This design comes from an exercise in tuning for small area and a short achievable clock period on the open sky130 flow, not from production work.
In this exercise RTL edits were held to simulation tests only and were not proved equivalent to the original.
Power and IR drop assume default switching activity.

File: design.v
module mac (
    input  logic clk,
    input  logic rst,
    input  logic signed [15:0] a_in,
    input  logic signed [15:0] b_in,
    input  logic acc_clear,
    output logic acc_out_valid,
    output logic signed [34:0] acc_out
);
logic [15:0] a_r;
logic [7:0] one_r, two_r, neg_r;
wire  [16:0] bx = {b_in, 1'b0};
integer k;
always_ff @(posedge clk) begin
    for (k = 0; k < 8; k = k + 1) begin
        one_r[k] <= bx[2*k+1] ^ bx[2*k];
        two_r[k] <= (bx[2*k+2] & ~bx[2*k+1] & ~bx[2*k]) | (~bx[2*k+2] & bx[2*k+1] & bx[2*k]);
        neg_r[k] <= bx[2*k+2];
    end
    a_r <= rst ? 16'd0 : a_in;
end
wire [17:0] ax = {a_r[15], a_r, 1'b0};
wire [16:0] pp0;
wire [16:0] pp1;
wire [16:0] pp2;
wire [16:0] pp3;
wire [16:0] pp4;
wire [16:0] pp5;
wire [16:0] pp6;
wire [16:0] pp7;
genvar gi, gj;
generate for (gj = 0; gj < 8; gj = gj + 1) begin : g_pp
    for (gi = 0; gi < 17; gi = gi + 1) begin : g_bit
        wire v = (one_r[gj] & ax[gi+1]) | (two_r[gj] & ax[gi]);
        if (gj == 0) assign pp0[gi] = v ^ neg_r[0];
        if (gj == 1) assign pp1[gi] = v ^ neg_r[1];
        if (gj == 2) assign pp2[gi] = v ^ neg_r[2];
        if (gj == 3) assign pp3[gi] = v ^ neg_r[3];
        if (gj == 4) assign pp4[gi] = v ^ neg_r[4];
        if (gj == 5) assign pp5[gi] = v ^ neg_r[5];
        if (gj == 6) assign pp6[gi] = v ^ neg_r[6];
        if (gj == 7) assign pp7[gi] = v ^ neg_r[7];
    end
end endgenerate
logic [34:0] acc_s;
logic [26:0] acc_cr;
wire  [34:0] acc_c;
logic [1:0] t;
wire hold = acc_out_valid & ~acc_clear;
wire [34:0] acc_in_s = acc_clear ? 35'd0 : acc_s;
wire [34:0] acc_in_c = acc_clear ? 35'd0 : acc_c;
assign acc_c = {acc_cr[26], 1'b0, acc_cr[25], 1'b0, acc_cr[24], 1'b0, acc_cr[23], acc_cr[22], acc_cr[21], acc_cr[20], acc_cr[19], acc_cr[18], acc_cr[17], acc_cr[16], acc_cr[15], acc_cr[14], acc_cr[13], acc_cr[12], acc_cr[11], acc_cr[10], acc_cr[9], acc_cr[8], acc_cr[7], acc_cr[6], acc_cr[5], acc_cr[4], acc_cr[3], 1'b0, acc_cr[2], 1'b0, acc_cr[1], 1'b0, acc_cr[0], 1'b0, 1'b0};
wire s0, c0, s1, c1, s2, c2, s3, c3, s4, c4, s5, c5, s6, c6, s7, c7, s8, c8, s9, c9, s10, c10, s11, c11, s12, c12, s13, c13, s14, c14, s15, c15, s16, c16, s17, c17, s18, c18, s19, c19, s20, c20, s21, c21, s22, c22, s23, c23, s24, c24, s25, c25, s26, c26, s27, c27, s28, c28, s29, c29, s30, c30, s31, c31, s32, c32, s33, c33, s34, c34, s35, c35, s36, c36, s37, c37, s38, c38, s39, c39, s40, c40, s41, c41, s42, c42, s43, c43, s44, c44, s45, c45, s46, c46, s47, c47, s48, c48, s49, c49, s50, c50, s51, c51, s52, c52, s53, c53, s54, c54, s55, c55, s56, c56, s57, c57, s58, c58, s59, c59, s60, c60, s61, c61, s62, c62, s63, c63, s64, c64, s65, c65, s66, c66, s67, c67, s68, c68, s69, c69, s70, c70, s71, c71, s72, c72, s73, c73, s74, c74, s75, c75, s76, c76, s77, c77, s78, c78, s79, c79, s80, c80, s81, c81, s82, c82, s83, c83, s84, c84, s85, c85, s86, c86, s87, c87, s88, c88, s89, c89, s90, c90, s91, c91, s92, c92, s93, c93, s94, c94, s95, c95, s96, c96, s97, c97, s98, c98, s99, c99, s100, c100, s101, c101, s102, c102, s103, c103, s104, c104, s105, c105, s106, c106, s107, c107, s108, c108, s109, c109, s110, c110, s111, c111, s112, c112, s113, c113, s114, c114, s115, c115, s116, c116, s117, c117, s118, c118, s119, c119, s120, c120, s121, c121, s122, c122, s123, c123, s124, c124, s125, c125, s126, c126, s127, c127, s128, c128, s129, c129, s130, c130, s131, c131, s132, c132, s133, c133, s134, c134, s135, c135, s136, c136, s137, c137, s138, c138, s139, c139, s140, c140, s141, c141, s142, c142, s143, c143, s144, c144, s145, c145, s146, c146, s147, c147, s148, c148, s149, c149, s150, c150, s151, c151, s152, c152, s153, c153;
mac_ha u_ha0 (.a(neg_r[0]), .b(pp0[0]), .s(s0), .co(c0));
mac_ha u_ha1 (.a(pp0[1]), .b(c0), .s(s1), .co(c1));
mac_fa u_fa2 (.a(neg_r[1]), .b(pp0[2]), .c(pp1[0]), .s(s2), .co(c2));
mac_fa u_fa3 (.a(s2), .b(c1), .c(acc_in_s[2]), .s(s3), .co(c3));
mac_fa u_fa4 (.a(pp0[3]), .b(pp1[1]), .c(c2), .s(s4), .co(c4));
mac_ha u_ha5 (.a(s4), .b(acc_in_s[3]), .s(s5), .co(c5));
mac_fa u_fa6 (.a(neg_r[2]), .b(pp0[4]), .c(pp1[2]), .s(s6), .co(c6));
mac_fa u_fa7 (.a(pp2[0]), .b(s6), .c(c4), .s(s7), .co(c7));
mac_fa u_fa8 (.a(acc_in_s[4]), .b(acc_in_c[4]), .c(c5), .s(s8), .co(c8));
mac_fa u_fa9 (.a(pp0[5]), .b(pp1[3]), .c(pp2[1]), .s(s9), .co(c9));
mac_fa u_fa10 (.a(c6), .b(s9), .c(acc_in_s[5]), .s(s10), .co(c10));
mac_ha u_ha11 (.a(c7), .b(s10), .s(s11), .co(c11));
mac_fa u_fa12 (.a(neg_r[3]), .b(pp0[6]), .c(pp1[4]), .s(s12), .co(c12));
mac_fa u_fa13 (.a(pp2[2]), .b(pp3[0]), .c(c9), .s(s13), .co(c13));
mac_fa u_fa14 (.a(s12), .b(s13), .c(acc_in_s[6]), .s(s14), .co(c14));
mac_fa u_fa15 (.a(acc_in_c[6]), .b(c10), .c(s14), .s(s15), .co(c15));
mac_fa u_fa16 (.a(pp0[7]), .b(pp1[5]), .c(pp2[3]), .s(s16), .co(c16));
mac_fa u_fa17 (.a(pp3[1]), .b(c12), .c(s16), .s(s17), .co(c17));
mac_fa u_fa18 (.a(c13), .b(acc_in_s[7]), .c(s17), .s(s18), .co(c18));
mac_ha u_ha19 (.a(c14), .b(s18), .s(s19), .co(c19));
mac_fa u_fa20 (.a(neg_r[4]), .b(pp0[8]), .c(pp1[6]), .s(s20), .co(c20));
mac_fa u_fa21 (.a(pp2[4]), .b(pp3[2]), .c(pp4[0]), .s(s21), .co(c21));
mac_fa u_fa22 (.a(c16), .b(s20), .c(s21), .s(s22), .co(c22));
mac_fa u_fa23 (.a(c17), .b(acc_in_s[8]), .c(acc_in_c[8]), .s(s23), .co(c23));
mac_fa u_fa24 (.a(s22), .b(c18), .c(s23), .s(s24), .co(c24));
mac_fa u_fa25 (.a(pp0[9]), .b(pp1[7]), .c(pp2[5]), .s(s25), .co(c25));
mac_fa u_fa26 (.a(pp3[3]), .b(pp4[1]), .c(c20), .s(s26), .co(c26));
mac_fa u_fa27 (.a(c21), .b(s25), .c(s26), .s(s27), .co(c27));
mac_fa u_fa28 (.a(c22), .b(acc_in_s[9]), .c(acc_in_c[9]), .s(s28), .co(c28));
mac_fa u_fa29 (.a(c23), .b(s27), .c(s28), .s(s29), .co(c29));
mac_fa u_fa30 (.a(neg_r[5]), .b(pp0[10]), .c(pp1[8]), .s(s30), .co(c30));
mac_fa u_fa31 (.a(pp2[6]), .b(pp3[4]), .c(pp4[2]), .s(s31), .co(c31));
mac_fa u_fa32 (.a(pp5[0]), .b(c25), .c(s30), .s(s32), .co(c32));
mac_fa u_fa33 (.a(s31), .b(c26), .c(acc_in_s[10]), .s(s33), .co(c33));
mac_fa u_fa34 (.a(acc_in_c[10]), .b(s32), .c(c27), .s(s34), .co(c34));
mac_fa u_fa35 (.a(c28), .b(s33), .c(s34), .s(s35), .co(c35));
mac_fa u_fa36 (.a(pp0[11]), .b(pp1[9]), .c(pp2[7]), .s(s36), .co(c36));
mac_fa u_fa37 (.a(pp3[5]), .b(pp4[3]), .c(pp5[1]), .s(s37), .co(c37));
mac_fa u_fa38 (.a(c30), .b(c31), .c(s36), .s(s38), .co(c38));
mac_fa u_fa39 (.a(s37), .b(c32), .c(acc_in_s[11]), .s(s39), .co(c39));
mac_fa u_fa40 (.a(acc_in_c[11]), .b(s38), .c(c33), .s(s40), .co(c40));
mac_fa u_fa41 (.a(s39), .b(c34), .c(s40), .s(s41), .co(c41));
mac_fa u_fa42 (.a(neg_r[6]), .b(pp0[12]), .c(pp1[10]), .s(s42), .co(c42));
mac_fa u_fa43 (.a(pp2[8]), .b(pp3[6]), .c(pp4[4]), .s(s43), .co(c43));
mac_fa u_fa44 (.a(pp5[2]), .b(pp6[0]), .c(c36), .s(s44), .co(c44));
mac_fa u_fa45 (.a(c37), .b(s42), .c(s43), .s(s45), .co(c45));
mac_fa u_fa46 (.a(s44), .b(c38), .c(acc_in_s[12]), .s(s46), .co(c46));
mac_fa u_fa47 (.a(acc_in_c[12]), .b(s45), .c(c39), .s(s47), .co(c47));
mac_fa u_fa48 (.a(s46), .b(c40), .c(s47), .s(s48), .co(c48));
mac_fa u_fa49 (.a(pp0[13]), .b(pp1[11]), .c(pp2[9]), .s(s49), .co(c49));
mac_fa u_fa50 (.a(pp3[7]), .b(pp4[5]), .c(pp5[3]), .s(s50), .co(c50));
mac_fa u_fa51 (.a(pp6[1]), .b(c42), .c(c43), .s(s51), .co(c51));
mac_fa u_fa52 (.a(s49), .b(s50), .c(c44), .s(s52), .co(c52));
mac_fa u_fa53 (.a(s51), .b(c45), .c(acc_in_s[13]), .s(s53), .co(c53));
mac_fa u_fa54 (.a(acc_in_c[13]), .b(s52), .c(c46), .s(s54), .co(c54));
mac_fa u_fa55 (.a(s53), .b(c47), .c(s54), .s(s55), .co(c55));
mac_fa u_fa56 (.a(neg_r[7]), .b(pp0[14]), .c(pp1[12]), .s(s56), .co(c56));
mac_fa u_fa57 (.a(pp2[10]), .b(pp3[8]), .c(pp4[6]), .s(s57), .co(c57));
mac_fa u_fa58 (.a(pp5[4]), .b(pp6[2]), .c(pp7[0]), .s(s58), .co(c58));
mac_fa u_fa59 (.a(c49), .b(c50), .c(s56), .s(s59), .co(c59));
mac_fa u_fa60 (.a(s57), .b(s58), .c(c51), .s(s60), .co(c60));
mac_fa u_fa61 (.a(acc_in_s[14]), .b(acc_in_c[14]), .c(s59), .s(s61), .co(c61));
mac_fa u_fa62 (.a(c52), .b(s60), .c(c53), .s(s62), .co(c62));
mac_fa u_fa63 (.a(s61), .b(c54), .c(s62), .s(s63), .co(c63));
mac_fa u_fa64 (.a(pp0[15]), .b(pp1[13]), .c(pp2[11]), .s(s64), .co(c64));
mac_fa u_fa65 (.a(pp3[9]), .b(pp4[7]), .c(pp5[5]), .s(s65), .co(c65));
mac_fa u_fa66 (.a(pp6[3]), .b(pp7[1]), .c(c56), .s(s66), .co(c66));
mac_fa u_fa67 (.a(c57), .b(c58), .c(s64), .s(s67), .co(c67));
mac_fa u_fa68 (.a(s65), .b(s66), .c(c59), .s(s68), .co(c68));
mac_fa u_fa69 (.a(acc_in_s[15]), .b(acc_in_c[15]), .c(s67), .s(s69), .co(c69));
mac_fa u_fa70 (.a(c60), .b(c61), .c(s68), .s(s70), .co(c70));
mac_fa u_fa71 (.a(s69), .b(c62), .c(s70), .s(s71), .co(c71));
mac_fa u_fa72 (.a(pp0[16]), .b(pp1[14]), .c(pp2[12]), .s(s72), .co(c72));
mac_fa u_fa73 (.a(pp3[10]), .b(pp4[8]), .c(pp5[6]), .s(s73), .co(c73));
mac_fa u_fa74 (.a(pp6[4]), .b(pp7[2]), .c(c64), .s(s74), .co(c74));
mac_fa u_fa75 (.a(c65), .b(s72), .c(s73), .s(s75), .co(c75));
mac_fa u_fa76 (.a(c66), .b(s74), .c(c67), .s(s76), .co(c76));
mac_fa u_fa77 (.a(acc_in_s[16]), .b(acc_in_c[16]), .c(s75), .s(s77), .co(c77));
mac_fa u_fa78 (.a(c68), .b(c69), .c(s76), .s(s78), .co(c78));
mac_fa u_fa79 (.a(s77), .b(c70), .c(s78), .s(s79), .co(c79));
mac_fa u_fa80 (.a(pp0[16]), .b(pp1[15]), .c(pp2[13]), .s(s80), .co(c80));
mac_fa u_fa81 (.a(pp3[11]), .b(pp4[9]), .c(pp5[7]), .s(s81), .co(c81));
mac_fa u_fa82 (.a(pp6[5]), .b(pp7[3]), .c(c72), .s(s82), .co(c82));
mac_fa u_fa83 (.a(c73), .b(s80), .c(s81), .s(s83), .co(c83));
mac_fa u_fa84 (.a(c74), .b(s82), .c(c75), .s(s84), .co(c84));
mac_fa u_fa85 (.a(acc_in_s[17]), .b(acc_in_c[17]), .c(s83), .s(s85), .co(c85));
mac_fa u_fa86 (.a(c76), .b(c77), .c(s84), .s(s86), .co(c86));
mac_fa u_fa87 (.a(s85), .b(c78), .c(s86), .s(s87), .co(c87));
mac_fa u_fa88 (.a(~pp0[16]), .b(~pp1[16]), .c(pp2[14]), .s(s88), .co(c88));
mac_fa u_fa89 (.a(pp3[12]), .b(pp4[10]), .c(pp5[8]), .s(s89), .co(c89));
mac_fa u_fa90 (.a(pp6[6]), .b(pp7[4]), .c(c80), .s(s90), .co(c90));
mac_fa u_fa91 (.a(c81), .b(s88), .c(s89), .s(s91), .co(c91));
mac_fa u_fa92 (.a(c82), .b(s90), .c(c83), .s(s92), .co(c92));
mac_fa u_fa93 (.a(acc_in_s[18]), .b(acc_in_c[18]), .c(s91), .s(s93), .co(c93));
mac_fa u_fa94 (.a(c84), .b(c85), .c(s92), .s(s94), .co(c94));
mac_fa u_fa95 (.a(s93), .b(c86), .c(s94), .s(s95), .co(c95));
mac_fa u_fa96 (.a(~pp2[15]), .b(pp3[13]), .c(pp4[11]), .s(s96), .co(c96));
mac_fa u_fa97 (.a(pp5[9]), .b(pp6[7]), .c(pp7[5]), .s(s97), .co(c97));
mac_fa u_fa98 (.a(c88), .b(c89), .c(s96), .s(s98), .co(c98));
mac_fa u_fa99 (.a(s97), .b(c90), .c(c91), .s(s99), .co(c99));
mac_fa u_fa100 (.a(acc_in_s[19]), .b(acc_in_c[19]), .c(s98), .s(s100), .co(c100));
mac_fa u_fa101 (.a(c92), .b(c93), .c(s99), .s(s101), .co(c101));
mac_fa u_fa102 (.a(s100), .b(c94), .c(s101), .s(s102), .co(c102));
mac_fa u_fa103 (.a(~pp2[16]), .b(pp3[14]), .c(pp4[12]), .s(s103), .co(c103));
mac_fa u_fa104 (.a(pp5[10]), .b(pp6[8]), .c(pp7[6]), .s(s104), .co(c104));
mac_fa u_fa105 (.a(pp2[15]), .b(c96), .c(c97), .s(s105), .co(c105));
mac_fa u_fa106 (.a(s103), .b(s104), .c(s105), .s(s106), .co(c106));
mac_fa u_fa107 (.a(c98), .b(acc_in_s[20]), .c(acc_in_c[20]), .s(s107), .co(c107));
mac_fa u_fa108 (.a(c99), .b(c100), .c(s106), .s(s108), .co(c108));
mac_fa u_fa109 (.a(s107), .b(c101), .c(s108), .s(s109), .co(c109));
mac_fa u_fa110 (.a(~pp3[15]), .b(pp4[13]), .c(pp5[11]), .s(s110), .co(c110));
mac_fa u_fa111 (.a(pp6[9]), .b(pp7[7]), .c(c103), .s(s111), .co(c111));
mac_fa u_fa112 (.a(c104), .b(s110), .c(c105), .s(s112), .co(c112));
mac_fa u_fa113 (.a(s111), .b(acc_in_s[21]), .c(acc_in_c[21]), .s(s113), .co(c113));
mac_fa u_fa114 (.a(c106), .b(s112), .c(c107), .s(s114), .co(c114));
mac_fa u_fa115 (.a(s113), .b(c108), .c(s114), .s(s115), .co(c115));
mac_fa u_fa116 (.a(~pp3[16]), .b(pp4[14]), .c(pp5[12]), .s(s116), .co(c116));
mac_fa u_fa117 (.a(pp6[10]), .b(pp7[8]), .c(pp3[15]), .s(s117), .co(c117));
mac_fa u_fa118 (.a(c110), .b(s116), .c(s117), .s(s118), .co(c118));
mac_fa u_fa119 (.a(c111), .b(acc_in_s[22]), .c(acc_in_c[22]), .s(s119), .co(c119));
mac_fa u_fa120 (.a(s118), .b(c112), .c(c113), .s(s120), .co(c120));
mac_fa u_fa121 (.a(s119), .b(c114), .c(s120), .s(s121), .co(c121));
mac_fa u_fa122 (.a(~pp4[15]), .b(pp5[13]), .c(pp6[11]), .s(s122), .co(c122));
mac_fa u_fa123 (.a(pp7[9]), .b(c116), .c(c117), .s(s123), .co(c123));
mac_fa u_fa124 (.a(s122), .b(s123), .c(c118), .s(s124), .co(c124));
mac_fa u_fa125 (.a(acc_in_s[23]), .b(acc_in_c[23]), .c(c119), .s(s125), .co(c125));
mac_fa u_fa126 (.a(s124), .b(c120), .c(s125), .s(s126), .co(c126));
mac_fa u_fa127 (.a(~pp4[16]), .b(pp5[14]), .c(pp6[12]), .s(s127), .co(c127));
mac_fa u_fa128 (.a(pp7[10]), .b(pp4[15]), .c(c122), .s(s128), .co(c128));
mac_fa u_fa129 (.a(s127), .b(c123), .c(s128), .s(s129), .co(c129));
mac_fa u_fa130 (.a(acc_in_s[24]), .b(acc_in_c[24]), .c(c124), .s(s130), .co(c130));
mac_fa u_fa131 (.a(s129), .b(c125), .c(s130), .s(s131), .co(c131));
mac_fa u_fa132 (.a(~pp5[15]), .b(pp6[13]), .c(pp7[11]), .s(s132), .co(c132));
mac_fa u_fa133 (.a(c127), .b(s132), .c(c128), .s(s133), .co(c133));
mac_fa u_fa134 (.a(acc_in_s[25]), .b(acc_in_c[25]), .c(c129), .s(s134), .co(c134));
mac_fa u_fa135 (.a(s133), .b(c130), .c(s134), .s(s135), .co(c135));
mac_fa u_fa136 (.a(~pp5[16]), .b(pp6[14]), .c(pp7[12]), .s(s136), .co(c136));
mac_fa u_fa137 (.a(pp5[15]), .b(c132), .c(s136), .s(s137), .co(c137));
mac_fa u_fa138 (.a(acc_in_s[26]), .b(acc_in_c[26]), .c(s137), .s(s138), .co(c138));
mac_fa u_fa139 (.a(c133), .b(s138), .c(c134), .s(s139), .co(c139));
mac_fa u_fa140 (.a(~pp6[15]), .b(pp7[13]), .c(c136), .s(s140), .co(c140));
mac_fa u_fa141 (.a(s140), .b(c137), .c(acc_in_s[27]), .s(s141), .co(c141));
mac_fa u_fa142 (.a(acc_in_c[27]), .b(c138), .c(s141), .s(s142), .co(c142));
mac_fa u_fa143 (.a(~pp6[16]), .b(pp7[14]), .c(pp6[15]), .s(s143), .co(c143));
mac_fa u_fa144 (.a(s143), .b(c140), .c(acc_in_s[28]), .s(s144), .co(c144));
mac_fa u_fa145 (.a(acc_in_c[28]), .b(c141), .c(s144), .s(s145), .co(c145));
mac_fa u_fa146 (.a(~pp7[15]), .b(c143), .c(acc_in_s[29]), .s(s146), .co(c146));
mac_ha u_ha147 (.a(c144), .b(s146), .s(s147), .co(c147));
mac_fa u_fa148 (.a(~pp7[16]), .b(pp7[15]), .c(acc_in_s[30]), .s(s148), .co(c148));
mac_fa u_fa149 (.a(acc_in_c[30]), .b(c146), .c(s148), .s(s149), .co(c149));
mac_ha u_ha150 (.a(~acc_in_s[31]), .b(c148), .s(s150), .co(c150));
mac_fa u_fa151 (.a(~acc_in_s[32]), .b(acc_in_c[32]), .c(acc_in_s[31]), .s(s151), .co(c151));
mac_ha u_ha152 (.a(~acc_in_s[33]), .b(acc_in_s[32]), .s(s152), .co(c152));
mac_fa u_fa153 (.a(~acc_in_s[34]), .b(acc_in_c[34]), .c(acc_in_s[33]), .s(s153), .co(c153));
wire [34:0] rx = {c152, s152, c150, s150, c147, s147, c142, c139, c135, c131, c126, c121, c115, c109, c102, c95, c87, c79, c71, c63, c55, c48, c41, c35, c29, c24, c19, s19, c11, s11, s7, s5, acc_in_c[2], s1, s0};
wire [34:0] ry = {s153, c151, s151, c149, s149, c145, s145, s142, s139, s135, s131, s126, s121, s115, s109, s102, s95, s87, s79, s71, s63, s55, s48, s41, s35, s29, s24, c15, s15, c8, s8, c3, s3, acc_in_s[1], acc_in_s[0]};
wire [34:0] nxt_s;
wire [34:0] nxt_c;
wire [34:0] bp = rx ^ ry;
wire [34:0] bg = rx & ry;
wire [35:0] bc;
assign bc[0] = 1'b0;
assign nxt_s[0] = bp[0];
assign bc[1] = bg[0];
mac_xor u_bx1 (.a(bp[1]), .b(bc[1]), .y(nxt_s[1]));
assign bc[2] = 1'b0;
assign nxt_s[2] = bp[2];
assign bc[3] = bg[2];
mac_xor u_bx3 (.a(bp[3]), .b(bc[3]), .y(nxt_s[3]));
assign bc[4] = 1'b0;
assign nxt_s[4] = bp[4];
assign bc[5] = bg[4];
mac_xor u_bx5 (.a(bp[5]), .b(bc[5]), .y(nxt_s[5]));
assign bc[6] = 1'b0;
assign nxt_s[6] = bp[6];
assign bc[7] = bg[6];
mac_xor u_bx7 (.a(bp[7]), .b(bc[7]), .y(nxt_s[7]));
assign bc[8] = 1'b0;
assign nxt_s[8] = bp[8];
assign bc[9] = 1'b0;
assign nxt_s[9] = bp[9];
assign bc[10] = 1'b0;
assign nxt_s[10] = bp[10];
assign bc[11] = 1'b0;
assign nxt_s[11] = bp[11];
assign bc[12] = 1'b0;
assign nxt_s[12] = bp[12];
assign bc[13] = 1'b0;
assign nxt_s[13] = bp[13];
assign bc[14] = 1'b0;
assign nxt_s[14] = bp[14];
assign bc[15] = 1'b0;
assign nxt_s[15] = bp[15];
assign bc[16] = 1'b0;
assign nxt_s[16] = bp[16];
assign bc[17] = 1'b0;
assign nxt_s[17] = bp[17];
assign bc[18] = 1'b0;
assign nxt_s[18] = bp[18];
assign bc[19] = 1'b0;
assign nxt_s[19] = bp[19];
assign bc[20] = 1'b0;
assign nxt_s[20] = bp[20];
assign bc[21] = 1'b0;
assign nxt_s[21] = bp[21];
assign bc[22] = 1'b0;
assign nxt_s[22] = bp[22];
assign bc[23] = 1'b0;
assign nxt_s[23] = bp[23];
assign bc[24] = 1'b0;
assign nxt_s[24] = bp[24];
assign bc[25] = 1'b0;
assign nxt_s[25] = bp[25];
assign bc[26] = 1'b0;
assign nxt_s[26] = bp[26];
assign bc[27] = 1'b0;
assign nxt_s[27] = bp[27];
assign bc[28] = 1'b0;
assign nxt_s[28] = bp[28];
assign bc[29] = bg[28];
mac_xor u_bx29 (.a(bp[29]), .b(bc[29]), .y(nxt_s[29]));
assign bc[30] = 1'b0;
assign nxt_s[30] = bp[30];
assign bc[31] = bg[30];
mac_xor u_bx31 (.a(bp[31]), .b(bc[31]), .y(nxt_s[31]));
assign bc[32] = 1'b0;
assign nxt_s[32] = bp[32];
assign bc[33] = bg[32];
mac_xor u_bx33 (.a(bp[33]), .b(bc[33]), .y(nxt_s[33]));
assign bc[34] = 1'b0;
assign nxt_s[34] = bp[34];
assign nxt_c[0] = 1'b0;
assign nxt_c[1] = 1'b0;
assign nxt_c[2] = bg[1] | (bp[1] & bc[1]);
assign nxt_c[3] = 1'b0;
assign nxt_c[4] = bg[3] | (bp[3] & bc[3]);
assign nxt_c[5] = 1'b0;
assign nxt_c[6] = bg[5] | (bp[5] & bc[5]);
assign nxt_c[7] = 1'b0;
assign nxt_c[8] = bg[7] | (bp[7] & bc[7]);
assign nxt_c[9] = bg[8];
assign nxt_c[10] = bg[9];
assign nxt_c[11] = bg[10];
assign nxt_c[12] = bg[11];
assign nxt_c[13] = bg[12];
assign nxt_c[14] = bg[13];
assign nxt_c[15] = bg[14];
assign nxt_c[16] = bg[15];
assign nxt_c[17] = bg[16];
assign nxt_c[18] = bg[17];
assign nxt_c[19] = bg[18];
assign nxt_c[20] = bg[19];
assign nxt_c[21] = bg[20];
assign nxt_c[22] = bg[21];
assign nxt_c[23] = bg[22];
assign nxt_c[24] = bg[23];
assign nxt_c[25] = bg[24];
assign nxt_c[26] = bg[25];
assign nxt_c[27] = bg[26];
assign nxt_c[28] = bg[27];
assign nxt_c[29] = 1'b0;
assign nxt_c[30] = bg[29] | (bp[29] & bc[29]);
assign nxt_c[31] = 1'b0;
assign nxt_c[32] = bg[31] | (bp[31] & bc[31]);
assign nxt_c[33] = 1'b0;
assign nxt_c[34] = bg[33] | (bp[33] & bc[33]);
wire [26:0] nxt_cr = {nxt_c[34], nxt_c[32], nxt_c[30], nxt_c[28], nxt_c[27], nxt_c[26], nxt_c[25], nxt_c[24], nxt_c[23], nxt_c[22], nxt_c[21], nxt_c[20], nxt_c[19], nxt_c[18], nxt_c[17], nxt_c[16], nxt_c[15], nxt_c[14], nxt_c[13], nxt_c[12], nxt_c[11], nxt_c[10], nxt_c[9], nxt_c[8], nxt_c[6], nxt_c[4], nxt_c[2]};
always_ff @(posedge clk) begin
    if (rst) begin
        acc_s <= '0; acc_cr <= '0; acc_out_valid <= 1'b0; t <= 2'd0;
    end else if (acc_clear) begin
        acc_s <= nxt_s; acc_cr <= nxt_cr; t <= 2'd1; acc_out_valid <= 1'b0;
    end else if (!acc_out_valid) begin
        acc_s <= nxt_s; acc_cr <= nxt_cr; t <= t + 2'd1; acc_out_valid <= (t == 2'd3);
    end
end
wire ao0 = &acc_s[1:0];
wire ao1 = &acc_s[3:2];
wire ao2 = &acc_s[5:4];
wire ao3 = &acc_s[7:6];
wire ao4 = &acc_s[8:8];
wire ao5 = &acc_s[9:9];
wire ao6 = &acc_s[10:10];
wire ao7 = &acc_s[11:11];
wire ao8 = &acc_s[12:12];
wire ao9 = &acc_s[13:13];
wire ao10 = &acc_s[14:14];
wire ao11 = &acc_s[15:15];
wire ao12 = &acc_s[16:16];
wire ao13 = &acc_s[17:17];
wire ao14 = &acc_s[18:18];
wire ao15 = &acc_s[19:19];
wire ao16 = &acc_s[20:20];
wire ao17 = &acc_s[21:21];
wire ao18 = &acc_s[22:22];
wire ao19 = &acc_s[23:23];
wire ao20 = &acc_s[24:24];
wire ao21 = &acc_s[25:25];
wire ao22 = &acc_s[26:26];
wire ao23 = &acc_s[27:27];
wire ao24 = &acc_s[29:28];
wire ao25 = &acc_s[31:30];
wire ao26 = &acc_s[33:32];
wire ao27 = &acc_s[34:34];
wire xg0 = acc_c[4] | (ao1 & acc_c[2]);
wire xp0 = ao1 & ao0;
wire xg1 = acc_c[8] | (ao3 & acc_c[6]);
wire xp1 = ao3 & ao2;
wire xg2 = acc_c[10] | (ao5 & acc_c[9]);
wire xp2 = ao5 & ao4;
wire xg3 = acc_c[12] | (ao7 & acc_c[11]);
wire xp3 = ao7 & ao6;
wire xg4 = acc_c[14] | (ao9 & acc_c[13]);
wire xp4 = ao9 & ao8;
wire xg5 = acc_c[16] | (ao11 & acc_c[15]);
wire xp5 = ao11 & ao10;
wire xg6 = acc_c[18] | (ao13 & acc_c[17]);
wire xp6 = ao13 & ao12;
wire xg7 = acc_c[20] | (ao15 & acc_c[19]);
wire xp7 = ao15 & ao14;
wire xg8 = acc_c[22] | (ao17 & acc_c[21]);
wire xp8 = ao17 & ao16;
wire xg9 = acc_c[24] | (ao19 & acc_c[23]);
wire xp9 = ao19 & ao18;
wire xg10 = acc_c[26] | (ao21 & acc_c[25]);
wire xp10 = ao21 & ao20;
wire xg11 = acc_c[28] | (ao23 & acc_c[27]);
wire xp11 = ao23 & ao22;
wire xg12 = acc_c[32] | (ao25 & acc_c[30]);
wire xp12 = ao25 & ao24;
wire xg13 = acc_c[6] | (ao2 & xg0);
wire xp13 = ao2 & xp0;
wire xg14 = xg1 | (xp1 & xg0);
wire xp14 = xp1 & xp0;
wire xg15 = acc_c[11] | (ao6 & xg2);
wire xp15 = ao6 & xp2;
wire xg16 = xg3 | (xp3 & xg2);
wire xp16 = xp3 & xp2;
wire xg17 = acc_c[15] | (ao10 & xg4);
wire xp17 = ao10 & xp4;
wire xg18 = xg5 | (xp5 & xg4);
wire xp18 = xp5 & xp4;
wire xg19 = acc_c[19] | (ao14 & xg6);
wire xp19 = ao14 & xp6;
wire xg20 = xg7 | (xp7 & xg6);
wire xp20 = xp7 & xp6;
wire xg21 = acc_c[23] | (ao18 & xg8);
wire xp21 = ao18 & xp8;
wire xg22 = xg9 | (xp9 & xg8);
wire xp22 = xp9 & xp8;
wire xg23 = acc_c[27] | (ao22 & xg10);
wire xp23 = ao22 & xp10;
wire xg24 = xg11 | (xp11 & xg10);
wire xp24 = xp11 & xp10;
wire xg25 = acc_c[34] | (ao26 & xg12);
wire xp25 = ao26 & xp12;
wire xg26 = acc_c[9] | (ao4 & xg14);
wire xp26 = ao4 & xp14;
wire xg27 = xg2 | (xp2 & xg14);
wire xp27 = xp2 & xp14;
wire xg28 = xg15 | (xp15 & xg14);
wire xp28 = xp15 & xp14;
wire xg29 = xg16 | (xp16 & xg14);
wire xp29 = xp16 & xp14;
wire xg30 = acc_c[17] | (ao12 & xg18);
wire xp30 = ao12 & xp18;
wire xg31 = xg6 | (xp6 & xg18);
wire xp31 = xp6 & xp18;
wire xg32 = xg19 | (xp19 & xg18);
wire xp32 = xp19 & xp18;
wire xg33 = xg20 | (xp20 & xg18);
wire xp33 = xp20 & xp18;
wire xg34 = acc_c[25] | (ao20 & xg22);
wire xp34 = ao20 & xp22;
wire xg35 = xg10 | (xp10 & xg22);
wire xp35 = xp10 & xp22;
wire xg36 = xg23 | (xp23 & xg22);
wire xp36 = xp23 & xp22;
wire xg37 = xg24 | (xp24 & xg22);
wire xp37 = xp24 & xp22;
wire xg38 = acc_c[13] | (ao8 & xg29);
wire xp38 = ao8 & xp29;
wire xg39 = xg4 | (xp4 & xg29);
wire xp39 = xp4 & xp29;
wire xg40 = xg17 | (xp17 & xg29);
wire xp40 = xp17 & xp29;
wire xg41 = xg18 | (xp18 & xg29);
wire xp41 = xp18 & xp29;
wire xg42 = xg30 | (xp30 & xg29);
wire xp42 = xp30 & xp29;
wire xg43 = xg31 | (xp31 & xg29);
wire xp43 = xp31 & xp29;
wire xg44 = xg32 | (xp32 & xg29);
wire xp44 = xp32 & xp29;
wire xg45 = xg33 | (xp33 & xg29);
wire xp45 = xp33 & xp29;
wire xg46 = acc_c[30] | (ao24 & xg37);
wire xp46 = ao24 & xp37;
wire xg47 = xg12 | (xp12 & xg37);
wire xp47 = xp12 & xp37;
wire xg48 = xg25 | (xp25 & xg37);
wire xp48 = xp25 & xp37;
wire xg49 = acc_c[21] | (ao16 & xg45);
wire xp49 = ao16 & xp45;
wire xg50 = xg8 | (xp8 & xg45);
wire xp50 = xp8 & xp45;
wire xg51 = xg21 | (xp21 & xg45);
wire xp51 = xp21 & xp45;
wire xg52 = xg22 | (xp22 & xg45);
wire xp52 = xp22 & xp45;
wire xg53 = xg34 | (xp34 & xg45);
wire xp53 = xp34 & xp45;
wire xg54 = xg35 | (xp35 & xg45);
wire xp54 = xp35 & xp45;
wire xg55 = xg36 | (xp36 & xg45);
wire xp55 = xp36 & xp45;
wire xg56 = xg37 | (xp37 & xg45);
wire xp56 = xp37 & xp45;
wire xg57 = xg46 | (xp46 & xg45);
wire xp57 = xp46 & xp45;
wire xg58 = xg47 | (xp47 & xg45);
wire xp58 = xp47 & xp45;
wire xg59 = xg48 | (xp48 & xg45);
wire xp59 = xp48 & xp45;
wire ci0 = 1'b0;
mac_xor u_xo0 (.a(acc_s[0]), .b(ci0), .y(acc_out[0]));
mac_xor u_xo1 (.a(acc_s[1]), .b(ci0 & acc_s[0]), .y(acc_out[1]));
wire ci1 = acc_c[2];
mac_xor u_xo2 (.a(acc_s[2]), .b(ci1), .y(acc_out[2]));
mac_xor u_xo3 (.a(acc_s[3]), .b(ci1 & acc_s[2]), .y(acc_out[3]));
wire ci2 = xg0;
mac_xor u_xo4 (.a(acc_s[4]), .b(ci2), .y(acc_out[4]));
mac_xor u_xo5 (.a(acc_s[5]), .b(ci2 & acc_s[4]), .y(acc_out[5]));
wire ci3 = xg13;
mac_xor u_xo6 (.a(acc_s[6]), .b(ci3), .y(acc_out[6]));
mac_xor u_xo7 (.a(acc_s[7]), .b(ci3 & acc_s[6]), .y(acc_out[7]));
wire ci4 = xg14;
mac_xor u_xo8 (.a(acc_s[8]), .b(ci4), .y(acc_out[8]));
wire ci5 = xg26;
mac_xor u_xo9 (.a(acc_s[9]), .b(ci5), .y(acc_out[9]));
wire ci6 = xg27;
mac_xor u_xo10 (.a(acc_s[10]), .b(ci6), .y(acc_out[10]));
wire ci7 = xg28;
mac_xor u_xo11 (.a(acc_s[11]), .b(ci7), .y(acc_out[11]));
wire ci8 = xg29;
mac_xor u_xo12 (.a(acc_s[12]), .b(ci8), .y(acc_out[12]));
wire ci9 = xg38;
mac_xor u_xo13 (.a(acc_s[13]), .b(ci9), .y(acc_out[13]));
wire ci10 = xg39;
mac_xor u_xo14 (.a(acc_s[14]), .b(ci10), .y(acc_out[14]));
wire ci11 = xg40;
mac_xor u_xo15 (.a(acc_s[15]), .b(ci11), .y(acc_out[15]));
wire ci12 = xg41;
mac_xor u_xo16 (.a(acc_s[16]), .b(ci12), .y(acc_out[16]));
wire ci13 = xg42;
mac_xor u_xo17 (.a(acc_s[17]), .b(ci13), .y(acc_out[17]));
wire ci14 = xg43;
mac_xor u_xo18 (.a(acc_s[18]), .b(ci14), .y(acc_out[18]));
wire ci15 = xg44;
mac_xor u_xo19 (.a(acc_s[19]), .b(ci15), .y(acc_out[19]));
wire ci16 = xg45;
mac_xor u_xo20 (.a(acc_s[20]), .b(ci16), .y(acc_out[20]));
wire ci17 = xg49;
mac_xor u_xo21 (.a(acc_s[21]), .b(ci17), .y(acc_out[21]));
wire ci18 = xg50;
mac_xor u_xo22 (.a(acc_s[22]), .b(ci18), .y(acc_out[22]));
wire ci19 = xg51;
mac_xor u_xo23 (.a(acc_s[23]), .b(ci19), .y(acc_out[23]));
wire ci20 = xg52;
mac_xor u_xo24 (.a(acc_s[24]), .b(ci20), .y(acc_out[24]));
wire ci21 = xg53;
mac_xor u_xo25 (.a(acc_s[25]), .b(ci21), .y(acc_out[25]));
wire ci22 = xg54;
mac_xor u_xo26 (.a(acc_s[26]), .b(ci22), .y(acc_out[26]));
wire ci23 = xg55;
mac_xor u_xo27 (.a(acc_s[27]), .b(ci23), .y(acc_out[27]));
wire ci24 = xg56;
mac_xor u_xo28 (.a(acc_s[28]), .b(ci24), .y(acc_out[28]));
mac_xor u_xo29 (.a(acc_s[29]), .b(ci24 & acc_s[28]), .y(acc_out[29]));
wire ci25 = xg57;
mac_xor u_xo30 (.a(acc_s[30]), .b(ci25), .y(acc_out[30]));
mac_xor u_xo31 (.a(acc_s[31]), .b(ci25 & acc_s[30]), .y(acc_out[31]));
wire ci26 = xg58;
mac_xor u_xo32 (.a(acc_s[32]), .b(ci26), .y(acc_out[32]));
mac_xor u_xo33 (.a(acc_s[33]), .b(ci26 & acc_s[32]), .y(acc_out[33]));
wire ci27 = xg59;
mac_xor u_xo34 (.a(acc_s[34]), .b(ci27), .y(acc_out[34]));
endmodule
module mac_fa (input logic a, input logic b, input logic c, output logic s, output logic co);
    assign s = a ^ b ^ c;
    assign co = (a & b) | (c & (a ^ b));
endmodule
module mac_ha (input logic a, input logic b, output logic s, output logic co);
    assign s = a ^ b;
    assign co = a & b;
endmodule
module mac_xor (input logic a, input logic b, output logic y);
    assign y = a ^ b;
endmodule
File: flow/run.sh
#!/bin/bash
# Standard ORFS layout (the standard.sh, standard synthesis unchanged); the only
# difference is the cell used for the port buffers that buffer_ports inserts.
set -euo pipefail
export BUFFER_PORTS_ARGS="-buffer_cell sky130_fd_sc_hd__buf_2"
bash standard.sh > standard_flow.log 2>&1
File: standard.sh
#!/bin/bash
# synth_recipe.tcl (not shown) runs the flow's synth.tcl, then flattens the netlist and writes it again
# the make line also repeats each setting of config.mk as NAME=value (left out here)
make -C /OpenROAD-flow-scripts/flow DESIGN_CONFIG=/design/flow/config.mk WORK_HOME=/design/flow/orfs CLKGATE_MAP_FILE= SYNTH_SCRIPT=/design/flow/synth_recipe.tcl "${@:-finish}"
File: config.mk
export PLATFORM = sky130hd
export DESIGN_NAME = mac
export DESIGN_NICKNAME = mac
export VERILOG_FILES = /design/flow/design.v
export SDC_FILE = /design/flow/constraint.sdc
export NUM_CORES = 4
export LEC_CHECK = 0
export CAP_MARGIN = 20
export CORE_MARGIN = 2
export CORE_UTILIZATION = 40
export SETUP_SLACK_MARGIN = 4.5
export SLEW_MARGIN = 60
export SYNTH_HIERARCHICAL = 1
export SYNTH_MINIMUM_KEEP_SIZE = 0
export TNS_END_PERCENT = 0
File: constraint.sdc
create_clock -name core_clock -period 7.5 [get_ports {clk}]
set_input_delay 1.5000 -clock core_clock [delete_from_list [all_inputs] [get_ports {clk}]]
set_output_delay 1.5000 -clock core_clock [all_outputs]
set_load 0.01 [all_outputs]
==> impl_metrics.toml, run 1 <==
[clocking]
clock_path_buffers = 2
insertion_delay_ns = 0.37
clkTransAtPathRegs_ns = 0.08
clock_sinks = 105
cts_buffers = 9
cts_tree = "built"
cts_root_buf = "clkbuf_16"
hold_buffers = 0
htreeDepth = 3

[synthesis]
ys_top_cells_by_count = "fa_1 (146), nand2_1 (133), xnor2_1 (131)"
synth-simple-area-share_pct = 12.3
yosysSeqAreaShare_pct = 19.7
avgSynthCellArea_um2 = 9.49
synthFlopType = "dfxtp_1"
async_flop_share_pct = 0
synth_area_leaders = "fa_1 (27%), dfxtp_1 (20%), xnor2_1 (11%), a22oi_1 (8.5%), ha_1 (5.0%)"
synth_edf_count = 0
ys_ff_latch = 105
synth_top_area_cell = "fa_1"
synth_fa_ha_area_share_pct = 32.4
syn_area_um2 = 10700
synth-compound-area-share_pct = 16.0
synth_top_family_by_area = "adder cells"
synth-xor-area-share_pct = 15.3
yosysUniqueCellTypes = 42
synth.most_common_cell = "fa_1"
synth_top_area_share_pct = 27.4
syn_inst = 1126
synthMuxAreaShare_pct = 0.0937
synth_warnings = 7

[die]
die_x_um = 167
rows = 59
die_h_um = 167
die_area_um2 = 28000
start_util_pct = 40.9
io_pins = 71
core_um2 = 26100

[detailed_routing]
ant_nets = 0
num_vias = 8026
detail_route.drc_violations = 0
dr.pass1.iters = 16
viasPerCell = 5.49
routed_wl_um = 27200
wl_per_cell_um = 18.6
first_iter_violations = 615

[sta]
fmax_mhz = 251
setup-tns-final_ns = 0
holdWs_ns = 0.479
fin_skew_ns = 0.0158
hold_viol = 0
drv_slew = 0
min_period_ns = 3.99
rsz0062_at_grt = "true"
setup_slack_ns = 3.51
fin_crit_sh_pct = 53.2
slew_headroom_pct = 65.0
tightest_slew_ns = 0.525
setup_viol = 0

[finish]
area_growth_pct = 10.4
seq_area_um2 = 2200
multi_input_area_um2 = 8300
fillers = 2585
drive_gt1_share_pct = 16.9
layout.nets = 1346
diodes = 0
post-route-cell-area_um2 = 11800

[run]
max_cap_violations = 0

[hold_path]
worstHoldPathType = "register to register"

[place]
gp_congestion = 0.832
post-place-ws_ns = 3.22
io_buffers = 70
dpl.hpwl_um = 19200
dpl_cell_area_um2 = 11300

[critical_path]
endpoint_kind = "output pin"
crit_arrival_ns = 2.49
worstSetupStartpointType = "register"
cp.required_ns = 6.00
path_max_fanout = 5
worstSetupPathType = "register to output pin"

[power]
ir_drop_v = 0.000204
power.density_nw_per_um2 = 367
power.leakage_nw = 4.72

[grt]
grt_antenna_before_repair = 0
grt_use_total_pct = 19.8
first_global_vias = 8139
grt_max_degree = 82
grt_pass1_wl_um = 44300
grt.overflow.total = 0

[status]
outcome = "complete, no violations"
-- cell type report --
| cell class | instances | share of cell area (%) |
|---|---|---|
| multi-input combinational | 907 | 70.4 |
| sequential | 105 | 18.7 |
| timing repair buffer | 85 | 4.21 |
| tap | 335 | 3.56 |
| clock buffer | 11 | 2.14 |
| clock inverter | 5 | 0.594 |
| inverter | 14 | 0.446 |
-- metrics by stage --
step	utilization (%)	power [mW]	std cells
finish	45.1	4.33	1462
global route	45.1	4.85	1462
CTS	44.9	4.41	1460
detailed placement	43.3	3.83	1439
global placement	43.0	3.78	1439
floorplan	-	3.07	1127
-- per-layer routing --
layer / up-vias / global-route usage (%) / wire length [um]
met1: 4053 / 25.5 / 11200
li1: 3746 / - / -
met5: - / 0 / 0
met3: 32 / 2.43 / 1060
met4: 0 / 5.18 / 494
met2: 195 / 35.4 / 14500
-- cell usage in the layout (no fill, tap or decap), types with 3 or more instances in the layout --
| cell type | n |
|---|---|
| nand2_1 | 133 |
| fa_1 | 131 |
| xnor2_1 | 129 |
| a22oi_1 | 112 |
| nor2b_1 | 76 |
| buf_2 | 69 |
| a21oi_1 | 68 |
| xor2_1 | 56 |
| dfxtp_1 | 55 |
| ha_1 | 43 |
| dfxtp_2 | 35 |
| o21ai_0 | 24 |
| nor2_1 | 20 |
| fa_2 | 15 |
| dfxtp_4 | 15 |
| inv_1 | 14 |
| buf_4 | 13 |
| a21o_1 | 11 |
| nand2b_1 | 10 |
| nor3_1 | 10 |
| a22oi_2 | 9 |
| a211oi_1 | 9 |
| clkbuf_16 | 9 |
| nand3b_1 | 6 |
| a21boi_0 | 4 |
| a31oi_1 | 4 |
| and4_1 | 3 |
| o21a_1 | 3 |
-- path summary, 6_finish.rpt --
| path | from | to | slack, ns | cells after the start |
|---|---|---|---|---|
| worst max-delay path | acc_s[5] | acc_out[25] | 3.51 | 7 |
| worst min-delay path | acc_s[0] | acc_s[0] | 0.48 | 2 |
| worst max register to register | a_r[10] | acc_s[18] | 3.57 | 10 |
| worst min register to register | acc_s[0] | acc_s[0] | 0.48 | 2 |
-- registers in the layout (all words and copies together) (netlist names) --
| signal | count |
|---|---|
| a_r | 16 |
| acc_cr | 27 |
| acc_out_valid | 1 |
| acc_s | 35 |
| neg_r | 8 |
| one_r | 8 |
| t | 2 |
| two_r | 8 |
-- per-module statistics from Yosys (local to each module, per instance) --
module | flip-flops and latches | times used
mac | 105 | 1
mac_fa | 0 | 146
mac_ha | 0 | 8
mac_xor | 0 | 42
-- report_power, final --
| part | internal [mW] | switching, mW |
|---|---|---|
| clock network | 0.284 | 0.246 |
| registers | 0.723 | 0.244 |
| logic | 1.38 | 1.45 |
| total | 2.39 | 1.94 |
-- critical path, cell delays in order (launching register included) --
cell,delay (ns)
dfxtp_4,0.37
a211oi_4,0.27
a211oi_4,0.09
a32o_2,0.31
or4_4,0.50
a31o_1,0.23
xor2_1,0.18
buf_2,0.17
-- kinds of logic (layout without fill, tap and decap cells) --
kind of cell	count (synthesis)	after routing
adder cells (fa/ha/maj)	189	189
flip-flops	105	105
XOR/XNOR	187	187
other	1	2
multiplexers	1	1
buffers and inverters	115	115
AND/OR/NAND/NOR	271	271
AO/OA/AOI/OAI	257	257
-- repair_timing --
item,CTS,global route
cloned,0,0
endpoints found under the hold margin,0,0
setup buffers,5,1
setup endpoints to repair,88,92
resized for setup,25,7
pin swaps,7,4
==> run 2: changes to the inputs <==
--- a/design.v
+++ b/design.v
@@ -149,3 +149,3 @@
 mac_fa u_fa95 (.a(s93), .b(c86), .c(s94), .s(s95), .co(c95));
-mac_fa u_fa96 (.a(~pp2[15]), .b(pp3[13]), .c(pp4[11]), .s(s96), .co(c96));
+mac_fa u_fa96 (.a(pp2[15]), .b(pp3[13]), .c(pp4[11]), .s(s96), .co(c96));
 mac_fa u_fa97 (.a(pp5[9]), .b(pp6[7]), .c(pp7[5]), .s(s97), .co(c97));
@@ -153,3 +153,3 @@
 mac_fa u_fa99 (.a(s97), .b(c90), .c(c91), .s(s99), .co(c99));
-mac_fa u_fa100 (.a(acc_in_s[19]), .b(acc_in_c[19]), .c(s98), .s(s100), .co(c100));
+mac_fa u_fa100 (.a(~acc_in_s[19]), .b(acc_in_c[19]), .c(s98), .s(s100), .co(c100));
 mac_fa u_fa101 (.a(c92), .b(c93), .c(s99), .s(s101), .co(c101));
@@ -158,47 +158,47 @@
 mac_fa u_fa104 (.a(pp5[10]), .b(pp6[8]), .c(pp7[6]), .s(s104), .co(c104));
-mac_fa u_fa105 (.a(pp2[15]), .b(c96), .c(c97), .s(s105), .co(c105));
-mac_fa u_fa106 (.a(s103), .b(s104), .c(s105), .s(s106), .co(c106));
-mac_fa u_fa107 (.a(c98), .b(acc_in_s[20]), .c(acc_in_c[20]), .s(s107), .co(c107));
+mac_fa u_fa105 (.a(c96), .b(c97), .c(s103), .s(s105), .co(c105));
+mac_fa u_fa106 (.a(s104), .b(c98), .c(acc_in_s[20]), .s(s106), .co(c106));
+mac_fa u_fa107 (.a(acc_in_c[20]), .b(acc_in_s[19]), .c(s105), .s(s107), .co(c107));
 mac_fa u_fa108 (.a(c99), .b(c100), .c(s106), .s(s108), .co(c108));
 mac_fa u_fa109 (.a(s107), .b(c101), .c(s108), .s(s109), .co(c109));
-mac_fa u_fa110 (.a(~pp3[15]), .b(pp4[13]), .c(pp5[11]), .s(s110), .co(c110));
+mac_fa u_fa110 (.a(pp3[15]), .b(pp4[13]), .c(pp5[11]), .s(s110), .co(c110));
 mac_fa u_fa111 (.a(pp6[9]), .b(pp7[7]), .c(c103), .s(s111), .co(c111));
-mac_fa u_fa112 (.a(c104), .b(s110), .c(c105), .s(s112), .co(c112));
-mac_fa u_fa113 (.a(s111), .b(acc_in_s[21]), .c(acc_in_c[21]), .s(s113), .co(c113));
-mac_fa u_fa114 (.a(c106), .b(s112), .c(c107), .s(s114), .co(c114));
+mac_fa u_fa112 (.a(c104), .b(s110), .c(s111), .s(s112), .co(c112));
+mac_fa u_fa113 (.a(c105), .b(~acc_in_s[21]), .c(acc_in_c[21]), .s(s113), .co(c113));
+mac_fa u_fa114 (.a(c106), .b(c107), .c(s112), .s(s114), .co(c114));
 mac_fa u_fa115 (.a(s113), .b(c108), .c(s114), .s(s115), .co(c115));
 mac_fa u_fa116 (.a(~pp3[16]), .b(pp4[14]), .c(pp5[12]), .s(s116), .co(c116));
-mac_fa u_fa117 (.a(pp6[10]), .b(pp7[8]), .c(pp3[15]), .s(s117), .co(c117));
-mac_fa u_fa118 (.a(c110), .b(s116), .c(s117), .s(s118), .co(c118));
-mac_fa u_fa119 (.a(c111), .b(acc_in_s[22]), .c(acc_in_c[22]), .s(s119), .co(c119));
-mac_fa u_fa120 (.a(s118), .b(c112), .c(c113), .s(s120), .co(c120));
+mac_fa u_fa117 (.a(pp6[10]), .b(pp7[8]), .c(c110), .s(s117), .co(c117));
+mac_fa u_fa118 (.a(s116), .b(c111), .c(s117), .s(s118), .co(c118));
+mac_fa u_fa119 (.a(acc_in_s[22]), .b(acc_in_c[22]), .c(acc_in_s[21]), .s(s119), .co(c119));
+mac_fa u_fa120 (.a(c112), .b(c113), .c(s118), .s(s120), .co(c120));
 mac_fa u_fa121 (.a(s119), .b(c114), .c(s120), .s(s121), .co(c121));
-mac_fa u_fa122 (.a(~pp4[15]), .b(pp5[13]), .c(pp6[11]), .s(s122), .co(c122));
-mac_fa u_fa123 (.a(pp7[9]), .b(c116), .c(c117), .s(s123), .co(c123));
-mac_fa u_fa124 (.a(s122), .b(s123), .c(c118), .s(s124), .co(c124));
-mac_fa u_fa125 (.a(acc_in_s[23]), .b(acc_in_c[23]), .c(c119), .s(s125), .co(c125));
+mac_fa u_fa122 (.a(pp4[15]), .b(pp5[13]), .c(pp6[11]), .s(s122), .co(c122));
+mac_fa u_fa123 (.a(pp7[9]), .b(c116), .c(s122), .s(s123), .co(c123));
+mac_fa u_fa124 (.a(c117), .b(~acc_in_s[23]), .c(acc_in_c[23]), .s(s124), .co(c124));
+mac_fa u_fa125 (.a(s123), .b(c118), .c(c119), .s(s125), .co(c125));
 mac_fa u_fa126 (.a(s124), .b(c120), .c(s125), .s(s126), .co(c126));
 mac_fa u_fa127 (.a(~pp4[16]), .b(pp5[14]), .c(pp6[12]), .s(s127), .co(c127));
-mac_fa u_fa128 (.a(pp7[10]), .b(pp4[15]), .c(c122), .s(s128), .co(c128));
-mac_fa u_fa129 (.a(s127), .b(c123), .c(s128), .s(s129), .co(c129));
-mac_fa u_fa130 (.a(acc_in_s[24]), .b(acc_in_c[24]), .c(c124), .s(s130), .co(c130));
+mac_fa u_fa128 (.a(pp7[10]), .b(c122), .c(s127), .s(s128), .co(c128));
+mac_fa u_fa129 (.a(c123), .b(acc_in_s[24]), .c(acc_in_c[24]), .s(s129), .co(c129));
+mac_fa u_fa130 (.a(acc_in_s[23]), .b(s128), .c(c124), .s(s130), .co(c130));
 mac_fa u_fa131 (.a(s129), .b(c125), .c(s130), .s(s131), .co(c131));
-mac_fa u_fa132 (.a(~pp5[15]), .b(pp6[13]), .c(pp7[11]), .s(s132), .co(c132));
+mac_fa u_fa132 (.a(pp5[15]), .b(pp6[13]), .c(pp7[11]), .s(s132), .co(c132));
 mac_fa u_fa133 (.a(c127), .b(s132), .c(c128), .s(s133), .co(c133));
-mac_fa u_fa134 (.a(acc_in_s[25]), .b(acc_in_c[25]), .c(c129), .s(s134), .co(c134));
+mac_fa u_fa134 (.a(~acc_in_s[25]), .b(acc_in_c[25]), .c(c129), .s(s134), .co(c134));
 mac_fa u_fa135 (.a(s133), .b(c130), .c(s134), .s(s135), .co(c135));
 mac_fa u_fa136 (.a(~pp5[16]), .b(pp6[14]), .c(pp7[12]), .s(s136), .co(c136));
-mac_fa u_fa137 (.a(pp5[15]), .b(c132), .c(s136), .s(s137), .co(c137));
-mac_fa u_fa138 (.a(acc_in_s[26]), .b(acc_in_c[26]), .c(s137), .s(s138), .co(c138));
-mac_fa u_fa139 (.a(c133), .b(s138), .c(c134), .s(s139), .co(c139));
-mac_fa u_fa140 (.a(~pp6[15]), .b(pp7[13]), .c(c136), .s(s140), .co(c140));
-mac_fa u_fa141 (.a(s140), .b(c137), .c(acc_in_s[27]), .s(s141), .co(c141));
-mac_fa u_fa142 (.a(acc_in_c[27]), .b(c138), .c(s141), .s(s142), .co(c142));
-mac_fa u_fa143 (.a(~pp6[16]), .b(pp7[14]), .c(pp6[15]), .s(s143), .co(c143));
-mac_fa u_fa144 (.a(s143), .b(c140), .c(acc_in_s[28]), .s(s144), .co(c144));
-mac_fa u_fa145 (.a(acc_in_c[28]), .b(c141), .c(s144), .s(s145), .co(c145));
-mac_fa u_fa146 (.a(~pp7[15]), .b(c143), .c(acc_in_s[29]), .s(s146), .co(c146));
+mac_fa u_fa137 (.a(c132), .b(s136), .c(acc_in_s[26]), .s(s137), .co(c137));
+mac_fa u_fa138 (.a(acc_in_c[26]), .b(acc_in_s[25]), .c(c133), .s(s138), .co(c138));
+mac_fa u_fa139 (.a(s137), .b(c134), .c(s138), .s(s139), .co(c139));
+mac_fa u_fa140 (.a(pp6[15]), .b(pp7[13]), .c(c136), .s(s140), .co(c140));
+mac_fa u_fa141 (.a(s140), .b(~acc_in_s[27]), .c(acc_in_c[27]), .s(s141), .co(c141));
+mac_fa u_fa142 (.a(c137), .b(s141), .c(c138), .s(s142), .co(c142));
+mac_fa u_fa143 (.a(~pp6[16]), .b(pp7[14]), .c(c140), .s(s143), .co(c143));
+mac_fa u_fa144 (.a(acc_in_s[28]), .b(acc_in_c[28]), .c(acc_in_s[27]), .s(s144), .co(c144));
+mac_fa u_fa145 (.a(s143), .b(c141), .c(s144), .s(s145), .co(c145));
+mac_fa u_fa146 (.a(pp7[15]), .b(~acc_in_s[29]), .c(c143), .s(s146), .co(c146));
 mac_ha u_ha147 (.a(c144), .b(s146), .s(s147), .co(c147));
-mac_fa u_fa148 (.a(~pp7[16]), .b(pp7[15]), .c(acc_in_s[30]), .s(s148), .co(c148));
-mac_fa u_fa149 (.a(acc_in_c[30]), .b(c146), .c(s148), .s(s149), .co(c149));
+mac_fa u_fa148 (.a(~pp7[16]), .b(acc_in_s[30]), .c(acc_in_c[30]), .s(s148), .co(c148));
+mac_fa u_fa149 (.a(acc_in_s[29]), .b(s148), .c(c146), .s(s149), .co(c149));
 mac_ha u_ha150 (.a(~acc_in_s[31]), .b(c148), .s(s150), .co(c150));
--- a/config.mk
+++ b/config.mk
@@ -10,3 +10,3 @@
 export CORE_UTILIZATION = 40
-export SETUP_SLACK_MARGIN = 4.5
+export SETUP_SLACK_MARGIN = 5.0
 export SLEW_MARGIN = 60
==> impl_metrics.toml, run 2 <==
[clocking]
hold_buffers = 0
cts_buffers = 9
cts_root_buf = "clkbuf_16"
clkTransAtPathRegs_ns = 0.08
cts_tree = "built"
htreeDepth = 3
clock_path_buffers = 2
insertion_delay_ns = 0.36
clock_sinks = 105

[critical_path]
crit_chain = "a31oi_4 -> a211oi_4 -> a32o_2 -> or4_4 -> a31o_1 -> xor2_1 -> buf_2"
r2r-end = "acc_s[15]"
crit_path_max_incr_delay_ns = 0.50
cp_top_family = "compound AO/OA/AOI/OAI gates"
crit_arrival_ns = 2.42
endpoint_kind = "output pin"
cp.required_ns = 6.00
worstReg2RegStart = "a_r[12]"
crit_cells = 7
worstSetupPathType = "register to output pin"
critPathSlowestCell = "or4_4"
crit_start = "acc_s[3]"
r2r_slack_ns = 3.63
rr_worst_depth = 10
crit_buf_inv = 1
path_max_fanout = 4
crit_end = "acc_out[25]"
worstSetupStartpointType = "register"

[place]
io_buffers = 70
gp_congestion = 0.871
dpl.hpwl_um = 19200
dp_cells = 1440
dpl_cell_area_um2 = 11200

[power]
power.density_nw_per_um2 = 365
swShare_pct = 44.9
internal-power_mw = 2.37
ir_drop_v = 0.000194
power.leakage_nw = 4.77
combPwrFrac_pct = 66.8
clkPwrFrac_pct = 10.8
seqPwrFrac_pct = 22.4
power.switching_mw = 1.93

[sta]
drv_slew = 0
fin_skew_ns = 0.0131
rsz0062_at_grt = "true"
fin_crit_sh_pct = 52.2
hold_viol = 0
min_period_ns = 3.92
setup-tns-final_ns = 0
setup_viol = 0
holdWs_ns = 0.476
fmax_mhz = 255

[synthesis]
synth.most_common_cell = "fa_1"
synth_edf_count = 0
synth_top_area_cell = "fa_1"
avgSynthCellArea_um2 = 9.49
synth_warnings = 7
synth_area_leaders = "fa_1 (27%), dfxtp_1 (20%), xnor2_1 (11%), a22oi_1 (8.5%), ha_1 (5.0%)"
synthFlopType = "dfxtp_1"
async_flop_share_pct = 0
syn_inst = 1126
syn_area_um2 = 10700
synth_top_area_share_pct = 27.4
yosysSeqAreaShare_pct = 19.7
yosysUniqueCellTypes = 42
ys_top_cells_by_count = "fa_1 (146), nand2_1 (133), xnor2_1 (131)"
ys_ff_latch = 105

[finish]
multi_input_area_um2 = 8210
top_register = "acc_s"
most-common-layout-cells = "fa_1 (144), nand2_1 (133), xnor2_1 (130)"
area_growth_pct = 10.2
layout_commonest_cell = "fa_1"
layout.nets = 1354
post-route-util_pct = 45.1
seq_area_um2 = 2220
diodes = 0
fillers = 2589
reg.largest.list = "acc_s: 35 flops, acc_cr: 27 flops, a_r: 16 flops"
largest_reg_flops = 35
fin_cells = 1468
post-route-cell-area_um2 = 11800
drive_gt1_share_pct = 15.3

[die]
die_h_um = 167
die_x_um = 167
start_util_pct = 40.9
core_um2 = 26100
io_pins = 71
die_area_um2 = 28000
rows = 59

[detailed_routing]
m1WireLength_um = 11100
routed_wl_um = 26800
top_layer = "met4"
ant_nets = 0
wl_per_cell_um = 18.3
num_vias = 8025
wl_met3_um = 1020
wl_met2_um = 13900
dr.pass1.iters = 16
detail_route.drc_violations = 0
first_iter_violations = 528
viasPerCell = 5.47

[grt]
grt_antenna_before_repair = 0
grt_pass1_wl_um = 43700
grt_use_total_pct = 19.6
first_global_vias = 8202
grt_max_degree = 82
grt.overflow.total = 0

[run]
max_cap_violations = 0

[hold_path]
worstHoldPathType = "register to register"

[status]
outcome = "complete, no violations"
[run 2: cell families (layout without fill, tap and decap cells)]
group / after synthesis / after routing / share of synthesized area (%)
buf+inv: 115 / 121 / 4.13
flops: 105 / 105 / 19.7
xor+xnor: 187 / 187 / 15.3
fa+ha+maj: 189 / 189 / 32.4
other cells: 1 / 2 / 0.0351
compound gates: 257 / 257 / 16.0
mux: 1 / 1 / 0.0937
simple gates: 271 / 271 / 12.3
[run 2: per-module statistics from Yosys (local to each module, per instance)]
module | cells | flip-flops and latches | times used
mac | 930 | 105 | 1
mac_fa | 1 | 0 | 146
mac_ha | 1 | 0 | 8
mac_xor | 1 | 0 | 42
[run 2: layout make-up]
type,count,share of cell area (%)
well taps,335,3.56
clock inverters,2,0.117
multi-input cells,907,69.7
clock buffers,12,2.19
inverters,14,0.446
repair buffers,93,5.14
flip-flops and latches,105,18.8
[run 2: per-layer routing]
layer	GRT usage [%]	up-vias
met1	24.9	4023
met4	7.49	0
li1	-	3763
met5	0	-
met3	2.41	47
met2	34.2	192
[run 2: how the worst min path moves through the flow]
stage / end / cells after the start / startpoint / slack [ns]
detailed placement: acc_cr[13] / 2 / acc_cr[13] / 0.46
finish: acc_cr[7] / 2 / acc_cr[7] / 0.48
global placement: acc_cr[23] / 2 / acc_cr[23] / 0.45
CTS: acc_cr[19] / 2 / acc_cr[19] / 0.48
global route: acc_cr[23] / 2 / acc_cr[23] / 0.50
floorplan: acc_cr[11] / 2 / acc_cr[11] / 0.44
[run 2: worst min-delay path, cell delays in order, from the launching register on]
cell and delay (ns):
dfxtp_1 0.32, nand2_1 0.05, a21oi_1 0.05
[run 2: power groups by stage]
stage | sequential, mW | clock [mW] | combinational, mW
3_5_place_dp | 0.968 | 0 | 2.87
3_3_place_gp | 0.965 | 0 | 2.82
6_report | 0.963 | 0.466 | 2.87
2_1_floorplan | 0.839 | 0 | 2.24
4_1_cts | 0.963 | 0.483 | 2.92
5_1_grt | 0.989 | 0.501 | 3.34
[run 2: what timing repair did]
action / 4_1_cts / 5_1_grt
setup buffers: 9 / 4
endpoints found under the setup margin: 98 / 97
resized for setup: 34 / 15
pin swaps: 7 / 3
[run 2: stage by stage]
step / total power, mW / setup slack (ns)
2_1_floorplan: 3.08 / 3.73
3_3_place_gp: 3.78 / 2.84
3_5_place_dp: 3.83 / 2.81
4_1_cts: 4.37 / 3.56
5_1_grt: 4.83 / 3.48
6_report: 4.30 / 3.58
==> run 3: changes to the inputs <==
--- a/config.mk
+++ b/config.mk
@@ -10,3 +10,3 @@
 export CORE_UTILIZATION = 40
-export SETUP_SLACK_MARGIN = 5.0
+export SETUP_SLACK_MARGIN = 4.5
 export SLEW_MARGIN = 60
==> impl_metrics.toml, run 3 <==
[sta]
holdWs_ns = 0.476
fin_skew_ns = 0.0131
drv_slew = 0
hold_viol = 0
rsz0062_at_grt = "true"
fin_crit_sh_pct = 52.2
fmax_mhz = 255
setup-tns-final_ns = 0
setup_viol = 0
setup_slack_ns = 3.58
min_period_ns = 3.92

[die]
start_util_pct = 40.9
die_area_um2 = 28000
rows = 59
die_h_um = 167
io_pins = 71
core_um2 = 26100
die_x_um = 167

[clocking]
clkTransAtPathRegs_ns = 0.08
cts_buffers = 9
cts_root_buf = "clkbuf_16"
cts_tree = "built"
clock_path_buffers = 2
insertion_delay_ns = 0.36
clock_sinks = 105
htreeDepth = 3

[detailed_routing]
ant_nets = 0
routed_wl_um = 26800
wl_per_cell_um = 18.3
detail_route.drc_violations = 0
first_iter_violations = 528
num_vias = 8025
dr.pass1.iters = 16
viasPerCell = 5.47

[synthesis]
syn_inst = 1126
synth_warnings = 7
avgSynthCellArea_um2 = 9.49
synthFlopType = "dfxtp_1"
ys_top_cells_by_count = "fa_1 (146), nand2_1 (133), xnor2_1 (131)"
synth_edf_count = 0
syn_area_um2 = 10700
synth_area_leaders = "fa_1 (27%), dfxtp_1 (20%), xnor2_1 (11%), a22oi_1 (8.5%), ha_1 (5.0%)"
synth_top_area_share_pct = 27.4
ys_ff_latch = 105
synth.most_common_cell = "fa_1"
yosysSeqAreaShare_pct = 19.7
async_flop_share_pct = 0
synth_top_area_cell = "fa_1"
yosysUniqueCellTypes = 42

[grt]
grt_max_degree = 82
grt_pass1_wl_um = 43700
grt_antenna_before_repair = 0
grt_use_total_pct = 19.6
first_global_vias = 8202
grt.overflow.total = 0

[critical_path]
cp.required_ns = 6.00
rr_worst_depth = 10
worstReg2RegStart = "a_r[12]"
r2r-end = "acc_s[15]"
r2r_slack_ns = 3.63
crit_arrival_ns = 2.42
worstSetupStartpointType = "register"
path_max_fanout = 4
worstSetupPathType = "register to output pin"
endpoint_kind = "output pin"

[hold_path]
min-delay-start = "acc_cr[7]"
min_to = "acc_cr[7]"
hold_depth = 2
worstHoldPathType = "register to register"

[place]
dpl.hpwl_um = 19200
gp_congestion = 0.871
post-place-ws_ns = 2.81
io_buffers = 70
dp_cells = 1440

[finish]
top_register = "acc_s"
area_growth_pct = 10.2
fin_cells = 1468
drive_gt1_share_pct = 15.3
most-common-layout-cells = "fa_1 (144), nand2_1 (133), xnor2_1 (130)"
layout.nets = 1354
layout_commonest_cell = "fa_1"
diodes = 0
reg.largest.list = "acc_s: 35 flops, acc_cr: 27 flops, a_r: 16 flops"
largest_reg_flops = 35

[run]
max_cap_violations = 0

[power]
ir_drop_v = 0.000194
power.density_nw_per_um2 = 365
power.leakage_nw = 4.77
total_power_mw = 4.30

[status]
outcome = "complete, no violations"
-- run 3: cell counts in the layout (fill, tap and decap cells not counted) --
No cell type changed its count.
-- run 3: how the worst max path moves through the flow --
stage	startpoint	end	slack [ns]	cells after the start
finish	acc_s[3]	acc_out[25]	3.58	7
global placement	acc_clear	acc_s[21]	2.84	10
CTS	acc_s[4]	acc_out[25]	3.56	7
global route	acc_s[3]	acc_out[25]	3.48	7
floorplan	acc_clear	acc_s[20]	3.73	9
detailed placement	acc_clear	acc_s[21]	2.81	10
-- run 3: modules after synthesis, one instance, submodules excluded --
module   cells  times used  cell area, um^2  flops+latches
mac_fa       1         146             20.0              0
mac_ha       1           8             12.5              0
mac        930           1             7290            105
mac_xor      1          42             8.76              0
-- run 3: critical path: stages (launching register included) --
cell,delay [ns]
dfxtp_2,0.35
a31oi_4,0.23
a211oi_4,0.11
a32o_2,0.31
or4_4,0.50
a31o_1,0.24
xor2_1,0.15
buf_2,0.15
-- run 3: logic make-up (layout without fill, tap and decap cells) --
kind of cell               Yosys count  after routing  synth area share (%)
adders and majority gates          189            189                  32.4
other                                1              2                0.0351
and+or+nand+nor                    271            271                  12.3
AOI/OAI and AO/OA                  257            257                  16.0
xor gates and xnor gates           187            187                  15.3
muxes                                1              1                0.0937
buffers and inverters              115            121                  4.13
DFF                                105            105                  19.7
-- run 3: layer usage --
| metal | wire [um] | vias to the layer above | track usage [%] |
|---|---|---|---|
| met5 | 0 | - | 0 |
| met4 | 836 | 0 | 7.49 |
| met3 | 1020 | 47 | 2.41 |
| met2 | 13900 | 192 | 34.2 |
| met1 | 11100 | 4023 | 24.9 |
| li1 | - | 3763 | - |
-- run 3: stage by stage --
stage	util, %	instance area (um^2)
2_1_floorplan	-	10800
3_3_place_gp	42.6	11100
3_5_place_dp	43.0	11200
4_1_cts	44.7	11700
5_1_grt	45.1	11800
6_report	45.1	11800
-- run 3: what timing repair did --
item / in CTS / in global routing
setup buffers: 9 / 4
endpoints found under the setup margin: 87 / 84
pin swaps: 7 / 3
gates resized for setup: 34 / 15
hold buffers: 0 / 0
-- run 3: power breakdown --
group	internal, mW	switching [mW]	leakage, nW	total [mW]
clock network	0.243	0.222	0.134	0.466
registers	0.723	0.240	0.889	0.963
logic	1.40	1.47	3.74	2.87
-- run 3: final cells by class --
class                   count  area [um^2]
clock buffers              12          258
clock inverters             2         13.8
flip-flops and latches    105         2220
inverters                  14         52.6
fillers                  2589        14400
multi-input cells         907         8210
repair buffers             93          606
well taps                 335          419
